Background: an optimization exercise with open tools, aiming at small area. Do not read the settings as production practice.
Only simulation tests tie the RTL to the original design; equivalence was not proved.
No activity file was given, so power comes from the tool's default toggle rates.

// DIMM
module DIMM  
  #(parameter BGWIDTH = 1,
  parameter BAWIDTH = 2,
  parameter ADDRWIDTH = 17,
  parameter COLWIDTH = 10,
  parameter CHWIDTH = 3,
  localparam NBANKS = 2**(BGWIDTH+BAWIDTH)
  )
  (
  input logic act_n,
  input logic [ADDRWIDTH-1:0] A,
  input logic [BGWIDTH-1:0] bg,
  input logic [BAWIDTH-1:0] ba,
  input logic ck2x,
  input logic cke,
  input logic cs_n,
  input logic reset_n,
  output logic stall,
  input logic [NBANKS-1:0] sync,
  output logic rden,
  output logic dqs_en,
  output logic [NBANKS*CHWIDTH-1:0] cRowId,
  output logic [NBANKS*COLWIDTH-1:0] ColId,
  output logic [NBANKS-1:0] rd_o_wr
  );
clock: 8.0 ns
lec_check: 0
cap_margin: 20
core_margin: 2
core_utilization: 65
cts_cluster_diameter: 75
cts_cluster_size: 28
slew_margin: 20
standard.sh (not shown) runs the stock make flow with config.mk's settings and CLKGATE_MAP_FILE= SYNTH_SCRIPT=/design/flow/synth_recipe.tcl, a recipe that flattens the netlist after the stock synthesis.
==> flow/flow/run.sh <==
#!/bin/bash
# The standard layout, with clock tree synthesis told not to add dummy loads
# for level balancing (same clustering as config.mk asks for), and the port
# buffers made from the smallest plain buffer.
set -e
export CTS_ARGS="-sink_clustering_enable -repair_clock_nets -sink_clustering_size 28 -sink_clustering_max_diameter 75 -dont_use_dummy_load"
export BUFFER_PORTS_ARGS="-buffer_cell sky130_fd_sc_hd__buf_1"
bash standard.sh > standard.log 2>&1
Then changed:
==> flow/flow/run.sh (replaced) <==
#!/bin/bash
# The standard layout, with clock tree synthesis told not to add dummy loads
# for level balancing (same clustering as config.mk asks for), and the port
# buffers made from the smallest plain buffer.
set -e
export CTS_ARGS="-sink_clustering_enable -repair_clock_nets -sink_clustering_size 24 -sink_clustering_max_diameter 80 -dont_use_dummy_load"
export BUFFER_PORTS_ARGS="-buffer_cell sky130_fd_sc_hd__buf_1"
bash standard.sh > standard.log 2>&1
Settings changed: CTS_CLUSTER_DIAMETER 75 to 80, CTS_CLUSTER_SIZE 28 to 24.
What happened: Routed wire length hardly moves; register-to-register slack barely changes; cell area is about the same; power barely changes; clock-buffer cell count went up by 1; die area stays the same; synthesized area does not change.

---

== exp/delta ==
DIMM, a different RTL version from the one above (not shown whole).
For scale: ~7500 cells after synthesis, about 1600 flip-flops, roughly 150 I/O pins, roughly 71000 µm² of cells after synthesis.
==> flow/config.mk <==
export PLATFORM = sky130hd
export DESIGN_NAME = DIMM
export DESIGN_NICKNAME = DIMM
export VERILOG_FILES = /design/flow/design.v
export SDC_FILE = /design/flow/constraint.sdc
export NUM_CORES = 4
export LEC_CHECK = 0
export CAP_MARGIN = 20
export CORE_MARGIN = 2
export CORE_UTILIZATION = 40
export CTS_CLUSTER_DIAMETER = 80
export CTS_CLUSTER_SIZE = 24
export SLEW_MARGIN = 20
==> flow/constraint.sdc <==
create_clock -name core_clock -period 8.0 [get_ports {ck2x}]
set_input_delay 1.6000 -clock core_clock [delete_from_list [all_inputs] [get_ports {ck2x}]]
set_output_delay 1.6000 -clock core_clock [all_outputs]
set_load 0.01 [all_outputs]
==> flow/flow/run.sh <==
#!/bin/bash
# The standard layout, with clock tree synthesis told not to add dummy loads
# for level balancing (same clustering as config.mk asks for).
set -e
export CTS_ARGS="-sink_clustering_enable -repair_clock_nets -sink_clustering_size 24 -sink_clustering_max_diameter 80 -dont_use_dummy_load"
bash standard.sh > standard.log 2>&1
Edits applied to the flow inputs when going from exp/delta to exp/umber:
# exp/delta
export LEC_CHECK = 0
export CAP_MARGIN = 20
export CORE_MARGIN = 2
export CORE_UTILIZATION = 40
export CTS_CLUSTER_DIAMETER = 80
export CTS_CLUSTER_SIZE = 24
export SLEW_MARGIN = 20
create_clock -name core_clock -period 8.0 [get_ports {ck2x}]
# exp/umber
export LEC_CHECK = 0
export CAP_MARGIN = 20
export CORE_MARGIN = 2
export CORE_UTILIZATION = 65
export CTS_CLUSTER_DIAMETER = 80
export CTS_CLUSTER_SIZE = 24
export SLEW_MARGIN = 20
create_clock -name core_clock -period 8.0 [get_ports {ck2x}]
==> flow/flow/run.sh <==
#!/bin/bash
# The standard layout, with clock tree synthesis told not to add dummy loads
# for level balancing (same clustering as config.mk asks for), and the port
# buffers made from the smallest plain buffer.
set -e
export CTS_ARGS="-sink_clustering_enable -repair_clock_nets -sink_clustering_size 24 -sink_clustering_max_diameter 80 -dont_use_dummy_load"
export BUFFER_PORTS_ARGS="-buffer_cell sky130_fd_sc_hd__buf_1"
bash standard.sh > standard.log 2>&1
--- outcome ---
exp/umber has completed all stages; timing, DRC and antenna checks passed. Combinational fraction of design power: exp/delta and exp/umber compared, lower one is exp/delta. Going from exp/delta to exp/umber, power per cell area now larger, actual slew at the worst max-slew pin picked up an extra 30 ps, area added between synthesis and finish saw a decrease. Design area, exp/umber vs exp/delta: down by a few percent. Proportion of cell area occupied by registers ended up 1.5 points higher on exp/umber than on exp/delta. Higher iteration count of the initial detailed-routing pass among exp/delta and exp/umber: exp/delta. exp/delta → exp/umber: proportion of total power due to net switching barely changed; routed wire length decreased by about 8% relative to the old numbers. As far as fraction of the mapped netlist area in compound gates goes, exp/umber and exp/delta are indistinguishable; the numbers are identical.
Here is what was changed in the inputs of exp/garnet compared with exp/umber.
# exp/umber
export LEC_CHECK = 0
export CAP_MARGIN = 20
export CORE_MARGIN = 2
export CORE_UTILIZATION = 65
export CTS_CLUSTER_DIAMETER = 80
export CTS_CLUSTER_SIZE = 24
export SLEW_MARGIN = 20
create_clock -name core_clock -period 8.0 [get_ports {ck2x}]
# exp/garnet
export LEC_CHECK = 0
export CAP_MARGIN = 20
export CORE_MARGIN = 2
export CORE_UTILIZATION = 40
export CTS_CLUSTER_DIAMETER = 80
export CTS_CLUSTER_SIZE = 24
export SLEW_MARGIN = 20
create_clock -name core_clock -period 8.0 [get_ports {ck2x}]
==> flow/run.sh (new file) <==
#!/bin/bash
# synth_recipe.tcl (not shown) runs the flow's synth.tcl, then flattens the netlist and writes it again
# the make line also repeats each setting of config.mk as NAME=value (left out here)
make -C /OpenROAD-flow-scripts/flow DESIGN_CONFIG=/design/flow/config.mk WORK_HOME=/design/flow/orfs CLKGATE_MAP_FILE= SYNTH_SCRIPT=/design/flow/synth_recipe.tcl finish
removed: flow/flow/run.sh
removed: flow/standard.sh
### Flow results
exp/garnet: full flow OK, the timing, design-rule and antenna checks passed. exp/garnet vs exp/umber: die area up in exp/garnet. exp/garnet against exp/umber: share of layout cells above drive strength 1 now sits higher; final routed wirelength across all metal layers now sits higher; shortest period the worst path allows now sits higher; layout overhead on the synthesized area now sits higher. When exp/garnet is measured against exp/umber, its portion of total power attributed to sequential cells turns out 3.3 points lower. From exp/umber to exp/garnet the numbers moved as follows: flip-flop and latch share of the layout cell area saw a decrease; combinational share of power saw a decrease. exp/garnet ended with less critical path depth than exp/umber. exp/garnet vs exp/umber: total leakage power up.
Modified inputs, exp/cedar compared to exp/garnet
# exp/garnet
export LEC_CHECK = 0
export CAP_MARGIN = 20
export CORE_MARGIN = 2
export CORE_UTILIZATION = 40
export CTS_CLUSTER_DIAMETER = 80
export CTS_CLUSTER_SIZE = 24
export SLEW_MARGIN = 20
create_clock -name core_clock -period 8.0 [get_ports {ck2x}]
# exp/cedar
export LEC_CHECK = 0
export CAP_MARGIN = 20
export CORE_MARGIN = 2
export CORE_UTILIZATION = 60
export CTS_CLUSTER_DIAMETER = 80
export CTS_CLUSTER_SIZE = 24
export SLEW_MARGIN = 20
create_clock -name core_clock -period 8.0 [get_ports {ck2x}]
## What came out
Worst max-slew margin expressed relative to the limit (exp/cedar over exp/garnet): decrease, 3.6 points
Higher total power density per cell area was reported by exp/garnet, not exp/cedar.
On fraction of final layout cells with drive strength greater than 1: exp/cedar sits below exp/garnet.
From exp/garnet to exp/cedar the numbers moved as follows: clock network area share moved down; hold slack ~0 delta.
Total power of exp/cedar is lower than that of exp/garnet.
Changes observed in exp/cedar relative to exp/garnet: shortest period the worst path allows moved down; number of clock buffer instances in the layout moved down; cell-internal power moved down; met2 routing resource usage after global routing moved up.

## what the ideal ports hide
How much do the figures lean on ideal ports? The routed layouts below were timed once more, with nothing changed but the port constraints.
Step 1 (the two cells are an assumption about what drives the block):
set clk [get_ports {ck2x}]
set_driving_cell -lib_cell sky130_fd_sc_hd__clkbuf_16 $clk
set_driving_cell -lib_cell sky130_fd_sc_hd__buf_2 [delete_from_list [all_inputs] $clk]
Step 2 also shifts input and output timing later by t, the mid clock arrival at the registers, as if the neighbouring blocks saw the same clock.
Three values: ideal ports, drivers, drivers and shift; two values: the first two.
| run | shift t [ns] | setup WS [ns] | hold WS [ns] | clock arrival spread, ns |
|---|---|---|---|---|
| the first run of note 1 | 0.748 | 2.039 / 2.006 / 2.006 | 0.458 / 0.458 / 0.458 | 0.113 / 0.113 |
| the second run of note 1 | 0.752 | 2.006 / 1.973 / 1.973 | 0.457 / 0.457 / 0.457 | 0.077 / 0.078 |
| exp/delta | 0.787 | 1.801 / 1.778 / 1.778 | 0.468 / 0.468 / 0.468 | 0.097 / 0.097 |
| exp/umber | 0.750 | 2.746 / 2.617 / 2.220 | 0.470 / 0.470 / 0.470 | 0.081 / 0.081 |
| exp/garnet | 0.817 | 1.788 / 1.764 / 1.764 | 0.469 / 0.469 / 0.469 | 0.046 / 0.046 |
| exp/cedar | 0.770 | 2.063 / 2.041 / 2.006 | 0.471 / 0.471 / 0.471 | 0.034 / 0.033 |
After both steps every run listed still meets setup and hold. The setup slack of exp/umber, which loses most, moves by -0.129 ns with the drivers and by -0.526 ns with both steps.
